Source: an optimization exercise on an open RTL-to-GDS flow (aim: small area). Production flows keep margins and buffers that such runs may drop.
In this exercise RTL edits were held to simulation tests only and were not proved equivalent to the original.
Power and IR drop assume default switching activity.

==> inputs of run a <==
Design Top_level, start of the top module:
module Top_level
#(
    parameter BAUD_RATE             = 781250,   
    parameter MOTOR_CLOCK_FREQUENCY = 3906250,  
    parameter SERVO_COUNT_LIMIT     = 40        
)
(
    input           I_sys_clk_top,
    input           I_on_board_reset_n,
    input           I_rx_serial_data,
    output          o_servo1_directional_output_top,
    output          o_servo2_directional_output_top,
    output          o_servo3_directional_output_top,
    output          o_servo4_directional_output_top,
    output          o_servo1_gripping_output_top,
    output          o_servo2_gripping_output_top,
    output          o_servo3_gripping_output_top,
    output          o_servo4_gripping_output_top
);
wire clk = I_sys_clk_top;
wire rst = I_on_board_reset_n;
reg  [4:0] mc;
always @(posedge clk or posedge rst)
    if (rst) mc <= 5'd0;
    else     mc <= mc + 5'd1;
wire motor_tick = (mc == 5'd15);
wire motor_det  = (mc == 5'd17);
wire [7:0] cmd;
Wrapper_UART uart
(
    .I_sys_clk        (clk),
    .I_rst            (rst),
    .I_rx_serial_data (I_rx_serial_data),
    .o_cmd            (cmd)
);
wire       sc_done;
wire [7:0] sc_outs;    
wire [7:0] done;       
scanner cube_scanner
(
    .I_sys_clk  (clk),
    .I_rst      (rst),
    .I_rst_button(cmd[5]),
    .I_start_button(cmd[4]),
    .det        (motor_det),
    .D1         (done[0]),
    .D3         (done[2]),
    .G1         (done[4]),
    .G2         (done[5]),
    .G3         (done[6]),
    .scanner_done(sc_done),
    .outs       (sc_outs)
);
wire [3:0] u_d, u_g, u_di, u_gi;
user_controller user_ctrl
(
    .I_sys_clk  (clk),
    .I_rst      (rst),
    .I_rst_user_button(cmd[6]),
    .I_move     (cmd[3:0]),
    .det        (motor_det),
    .scanner_done(sc_done),
    .done       (done),
    .o_d        (u_d),
  ...
clock: 8.0 ns
lec_check: 0
abc_area: 1
cap_margin: 20
core_margin: 2
core_utilization: 65
place_density: 0.8
slew_margin: 20
standard.sh (not shown) runs the stock make flow with config.mk's settings and CLKGATE_MAP_FILE= SYNTH_SCRIPT=/design/flow/synth_recipe.tcl, a recipe that flattens the netlist after the stock synthesis.
==> flow/flow/run.sh <==
#!/bin/bash
# Layout flow: the standard flow (standard.sh), with the synthesis's final
# technology mapping done by an area-oriented abc script (flow/area.script)
# instead of ORFS's, and without ORFS's adder extraction. Everything before the
# mapping, and so every register, is as in the standard synthesis.
set -euo pipefail
HERE=$(pwd)
sed "s|^  log_cmd abc {\*}\$abc_args|  log_cmd abc -script $HERE/flow/area.script {*}[lrange \$abc_args 2 end]|" \
    "$FLOW_HOME/scripts/synth.tcl" > "$HERE/synth_area.tcl"
grep -q "flow/area.script" "$HERE/synth_area.tcl"
sed "s|^source \$::env(SCRIPTS_DIR)/synth.tcl|source $HERE/synth_area.tcl|" \
    "$HERE/synth_recipe.tcl" > "$HERE/synth_top.tcl"
grep -q "synth_area.tcl" "$HERE/synth_top.tcl"
bash "$HERE/standard.sh" SYNTH_SCRIPT="$HERE/synth_top.tcl" ADDER_MAP_FILE= finish > "$HERE/flow_make.log" 2>&1
==> flow/flow/area.script <==
strash
&get -n
&st
&synch2
&dch -f
&nf -a
&put
mfs2
strash
dch -f
amap
==> run b: changes against run a <==
==> flow/flow/area.script (replaced) <==
strash
&get -n
&st
&deepsyn -T 60
&st
&dch -f
&nf -a
&put
mfs2
strash
&get -n
&st
&deepsyn -T 60
&st
&dch -f
&nf -a
&put
mfs2
strash
dch -f
amap
==> comparison table <==
| item | run a | run b |
|---|---|---|
| Run status | timing/DRC/antenna clean | timing/DRC/antenna clean |
| Clock buffer count | 10 | 11 |
| Minimum setup slack after placement | 4.087 ns | 4.370 ns |
| Startpoint of the lowest-slack hold path | servo[0].S_gripping.cnt[4]$_DFF_PP0_ | servo[1].S_directional.cnt[4]$_DFF_PP0_ |
| Met1 track demand over resource | 35.83% | 32.63% |
| Capture point of the worst reg-to-reg path | servo[3].S_directional.cnt[5]$_DFF_PP0_ | cube_scanner.s[5]$_DFF_PP0_ |
| DIE AREA | 0.008500 mm² | 0.008011 mm² |
| Syn Std Cell Area | 0.005056 mm² | 0.004752 mm² |
| Clock tree skew after final layout | 0.009810 ns | 0.009057 ns |
| Part of the power in combinational logic | 1.3% | 1.4% |
| Actual slew at the worst max-slew pin | 0.9792 ns | 0.9213 ns |
| Share of final layout cell area taken by clock buffers and inverters | 4.010% | 3.668% |
| Multi-input gate count | 431 | 380 |
| Total internal power | 691.8 µW | 657.1 µW |
| Number of well-tap cells placed | 102 | 99 |
| Power density of the placed cells | 160.7 mW/mm² | 161.8 mW/mm² |

* * *

==> maple <==
Another version of the RTL of Top_level (not shown whole).
Settings: LEC_CHECK=0, ABC_AREA=1, CAP_MARGIN=20, CORE_MARGIN=2, CORE_UTILIZATION=75, PLACE_DENSITY=0.85, SLEW_MARGIN=20; clock period 8.0 ns.
==> flow/flow/run.sh <==
#!/bin/bash
# Layout flow: the standard flow (standard.sh), with the synthesis's final
# technology mapping done by an area-oriented abc script (flow/area.script)
# instead of ORFS's, and without ORFS's adder extraction. Everything before the
# mapping, and so every register, is as in the standard synthesis.
set -euo pipefail
CTS_ARGS_OVERRIDE="-sink_clustering_enable -repair_clock_nets -dont_use_dummy_load -buf_list sky130_fd_sc_hd__clkbuf_16 -sink_clustering_size 30 -sink_clustering_max_diameter 80"
HERE=$(pwd)
sed "s|^  log_cmd abc {\*}\$abc_args|  log_cmd abc -script $HERE/flow/area.script {*}[lrange \$abc_args 2 end]|" \
    "$FLOW_HOME/scripts/synth.tcl" > "$HERE/synth_area.tcl"
grep -q "flow/area.script" "$HERE/synth_area.tcl"
sed "s|^source \$::env(SCRIPTS_DIR)/synth.tcl|source $HERE/synth_area.tcl|" \
    "$HERE/synth_recipe.tcl" > "$HERE/synth_top.tcl"
grep -q "synth_area.tcl" "$HERE/synth_top.tcl"
bash "$HERE/standard.sh" SYNTH_SCRIPT="$HERE/synth_top.tcl" ADDER_MAP_FILE= BUFFER_PORTS_ARGS="-buffer_cell sky130_fd_sc_hd__buf_1" CTS_ARGS="${CTS_ARGS_OVERRIDE:--sink_clustering_enable -repair_clock_nets -dont_use_dummy_load}" finish > "$HERE/flow_make.log" 2>&1
==> flow/flow/area.script <==
strash
&get -n
&st
&deepsyn -T 60
&st
&dch -f
&nf -a
&put
mfs2
strash
&get -n
&st
&deepsyn -T 60
&st
&dch -f
&nf -a
&put
mfs2
strash
dch -f
amap
==> inputs of harbor, as changes to maple <==
--- a/flow/flow/run.sh
+++ b/flow/flow/run.sh
@@ -4,7 +4,6 @@
 # instead of ORFS's, and without ORFS's adder extraction. Everything before the
 # mapping, and so every register, is as in the standard synthesis.
 set -euo pipefail
-CTS_ARGS_OVERRIDE="-sink_clustering_enable -repair_clock_nets -dont_use_dummy_load -buf_list sky130_fd_sc_hd__clkbuf_16 -sink_clustering_size 30 -sink_clustering_max_diameter 80"
 HERE=$(pwd)
 sed "s|^  log_cmd abc {\*}\$abc_args|  log_cmd abc -script $HERE/flow/area.script {*}[lrange \$abc_args 2 end]|" \
     "$FLOW_HOME/scripts/synth.tcl" > "$HERE/synth_area.tcl"
CAP_MARGIN = 0   (was 20)
SLEW_MARGIN = 0   (was 20)
==> inputs of delta, as changes to maple <==
==> flow/flow/run.sh (replaced) <==
#!/bin/bash
# Layout flow: the standard flow (standard.sh), with these changes:
# - synthesis: the final technology mapping is done by area-oriented abc
#   scripts (flow/area*.script, tried in turn by flow/abc_multi.tcl, smallest
#   kept) instead of ORFS's, and without ORFS's adder extraction; everything
#   before the mapping, and so every register, is as in the standard synthesis;
# - port buffers are buf_1 cells;
# - clock tree synthesis without dummy loads.
set -euo pipefail
HERE=$(pwd)
sed "s|^  log_cmd abc {\*}\$abc_args|  source $HERE/flow/abc_multi.tcl|" \
    "$FLOW_HOME/scripts/synth.tcl" > "$HERE/synth_area.tcl"
grep -q "flow/abc_multi.tcl" "$HERE/synth_area.tcl"
sed "s|^source \$::env(SCRIPTS_DIR)/synth.tcl|source $HERE/synth_area.tcl|" \
    "$HERE/synth_recipe.tcl" > "$HERE/synth_top.tcl"
grep -q "synth_area.tcl" "$HERE/synth_top.tcl"
bash "$HERE/standard.sh" SYNTH_SCRIPT="$HERE/synth_top.tcl" ADDER_MAP_FILE= \
    BUFFER_PORTS_ARGS="-buffer_cell sky130_fd_sc_hd__buf_1" \
    CTS_ARGS="-sink_clustering_enable -repair_clock_nets -dont_use_dummy_load" \
    finish > "$HERE/flow_make.log" 2>&1
==> flow/flow/abc_multi.tcl (new file) <==
# Technology mapping, multi-start: map the design with each area script
# (deepsyn with different seeds) and keep the smallest result. Only the
# combinational logic changes; the registers are those of the standard synthesis.
set abc_dir [file dirname [file normalize [info script]]]
design -save pre_abc
set best_area 1e18
foreach scr [lsort [glob $abc_dir/area*.script]] {
  design -load pre_abc
  log_cmd abc -script $scr {*}[lrange $abc_args 2 end]
  set st [tee -q -s result.string stat {*}$lib_args]
  if { ![regexp {Chip area for module [^:]*: ([0-9.]+)} $st -> area] } {
    error "no area from stat"
  }
  puts "abc_multi: $scr area $area"
  if { $area < $best_area } {
    set best_area $area
    design -save best_abc
  }
}
design -load best_abc
puts "abc_multi: kept area $best_area"
==> flow/flow/area1.script (new file) <==
strash
&get -n
&st
&deepsyn -T 45 -S 11
&st
&dch -f
&nf -a
&put
mfs2
strash
&get -n
&st
&deepsyn -T 45 -S 11
&st
&dch -f
&nf -a
&put
mfs2
strash
&get -n
&st
&deepsyn -T 45 -S 11
&st
&dch -f
&nf -a
&put
mfs2
strash
dch -f
amap
==> flow/flow/area2.script (new file) <==
strash
&get -n
&st
&deepsyn -T 45 -S 22
&st
&dch -f
&nf -a
&put
mfs2
strash
&get -n
&st
&deepsyn -T 45 -S 22
&st
&dch -f
&nf -a
&put
mfs2
strash
&get -n
&st
&deepsyn -T 45 -S 22
&st
&dch -f
&nf -a
&put
mfs2
strash
dch -f
amap
==> flow/flow/area3.script (new file) <==
strash
&get -n
&st
&deepsyn -T 45 -S 33
&st
&dch -f
&nf -a
&put
mfs2
strash
&get -n
&st
&deepsyn -T 45 -S 33
&st
&dch -f
&nf -a
&put
mfs2
strash
&get -n
&st
&deepsyn -T 45 -S 33
&st
&dch -f
&nf -a
&put
mfs2
strash
dch -f
amap
==> flow/flow/area4.script (new file) <==
strash
&get -n
&st
&deepsyn -T 45 -S 44
&st
&dch -f
&nf -a
&put
mfs2
strash
&get -n
&st
&deepsyn -T 45 -S 44
&st
&dch -f
&nf -a
&put
mfs2
strash
&get -n
&st
&deepsyn -T 45 -S 44
&st
&dch -f
&nf -a
&put
mfs2
strash
dch -f
amap
removed: flow/flow/area.script
==> inputs of yarrow, as changes to maple <==
==> flow/flow/run.sh (replaced) <==
#!/bin/bash
# Layout flow: the standard flow (standard.sh), with the synthesis's final
# technology mapping done by an area-oriented abc script (flow/area.script)
# instead of ORFS's, and without ORFS's adder extraction. Everything before the
# mapping, and so every register, is as in the standard synthesis.
set -euo pipefail
HERE=$(pwd)
sed "s|^  log_cmd abc {\*}\$abc_args|  log_cmd abc -script $HERE/flow/area.script {*}[lrange \$abc_args 2 end]|" \
    "$FLOW_HOME/scripts/synth.tcl" > "$HERE/synth_area.tcl"
grep -q "flow/area.script" "$HERE/synth_area.tcl"
sed "s|^source \$::env(SCRIPTS_DIR)/synth.tcl|source $HERE/synth_area.tcl|" \
    "$HERE/synth_recipe.tcl" > "$HERE/synth_top.tcl"
grep -q "synth_area.tcl" "$HERE/synth_top.tcl"
bash "$HERE/standard.sh" SYNTH_SCRIPT="$HERE/synth_top.tcl" ADDER_MAP_FILE= BUFFER_PORTS_ARGS="-buffer_cell sky130_fd_sc_hd__buf_1" finish > "$HERE/flow_make.log" 2>&1
==> impl_metrics.py <==
metrics = {
    "worst_setup_path": {
        "required_ns": 8.29,
        "path_max_fanout": 8,
    },
    "drt": {
        "viasPerCell": 6.159,
    },
    "finish": {
        "bufAreaShareNonClock_pct": 1.165,
        "clkCellAreaFrac_pct": 4.175,
    },
    "die": {
        "row_count": 29,
    },
    "outcome": {
        "outcome": "timing/DRC/antenna clean",
    },
    "hold_path": {
        "min_to": "servo[0].S_gripping.cnt[4]",
    },
}
-- figures above: yarrow

==> impl_metrics.py <==
metrics = {
    "drt": {
        "viasPerCell": 6.255,
        "drt-pass1-iter-count": 4,
    },
    "outcome": {
        "outcome": "timing/DRC/antenna clean",
    },
    "yosys": {
        "yosys.area_share.adder_pct": 0,
        "synth_top_family_by_area": "simple AND/OR/NAND/NOR gates",
    },
    "die": {
        "row_count": 29,
    },
    "hold_path": {
        "min_to": "servo[0].S_gripping.cnt[4]",
    },
    "worst_setup_path": {
        "r2r_slack_ns": 4.44,
        "required_ns": 8.25,
    },
    "global_route": {
        "overflow": 0,
    },
    "finish": {
        "clkCellAreaFrac_pct": 4.360,
    },
}
-- figures above: maple

==> impl_metrics.py <==
metrics = {
    "finish": {
        "clkCellAreaFrac_pct": 2.473,
        "multi_input_area_um2": 1926,
        "bufAreaShareNonClock_pct": 1.049,
    },
    "global_route": {
        "grt.busiest_layer": "met2",
        "grt_pass1_wl_mm": 18.15,
    },
    "sta": {
        "setup_viol": 0,
    },
    "drt": {
        "viasPerCell": 6.322,
    },
    "worst_setup_path": {
        "required_ns": 8.27,
        "path_max_fanout": 9,
    },
    "hold_path": {
        "min_to": "servo[2].S_gripping.cnt[4]",
    },
    "outcome": {
        "outcome": "timing/DRC/antenna clean",
    },
    "clock_network": {
        "insertion_delay_ns": 0.38,
    },
    "die": {
        "row_count": 28,
    },
}
-- figures above: delta

==> impl_metrics.py <==
metrics = {
    "die": {
        "row_count": 29,
        "io-pin-count": 11,
    },
    "finish": {
        "clkCellAreaFrac_pct": 2.440,
        "bufAreaShareNonClock_pct": 1.183,
    },
    "sta": {
        "period_needed_ns": 3.749,
    },
    "worst_setup_path": {
        "path_max_fanout": 7,
        "required_ns": 8.25,
    },
    "hold_path": {
        "min_to": "servo[1].S_directional.cnt[4]",
    },
    "drt": {
        "viasPerCell": 6.088,
    },
    "outcome": {
        "outcome": "timing/DRC/antenna clean",
    },
    "global_route": {
        "grt_max_degree": 54,
    },
}
-- figures above: harbor

[re-timing with driven ports]
The flow's constraints put no driver on any port. The routed layouts listed below were extracted and timed again, unchanged, in two steps.
Step 1 assumes that a clkbuf_16 drives the clock port and a buf_2 every other input.
Step 2, shift: input delay + t, output delay - t, t = (earliest + latest rising clock arrival at the registers) / 2. This alone moves slack from input paths to output paths.
a / b / c = ideal ports / drivers / drivers and shift; a / b = the first two.
| run | t (ns) | slack for setup (ns) | hold WS [ns] | pins driven straight from the clock port |
|---|---|---|---|---|
| run a | 0.392 | 4.435 / 4.445 / 4.054 | 0.480 / 0.480 / 0.480 | 1 |
| run b | 0.398 | 4.239 / 4.239 / 4.239 | 0.471 / 0.471 / 0.471 | 1 |
| maple | 0.371 | 4.440 / 4.440 / 4.440 | 0.471 / 0.471 / 0.471 | 1 |
| harbor | 0.382 | 4.251 / 4.251 / 4.251 | 0.472 / 0.472 / 0.472 | 1 |
| delta | 0.392 | 4.547 / 4.547 / 4.547 | 0.474 / 0.474 / 0.474 | 1 |
| yarrow | 0.399 | 4.518 / 4.518 / 4.518 | 0.477 / 0.477 / 0.477 | 1 |
After both steps setup and hold are still met in every run listed. For run a, which loses most, drivers alone change the setup slack by +0.010 ns; drivers and shift together by -0.381 ns.
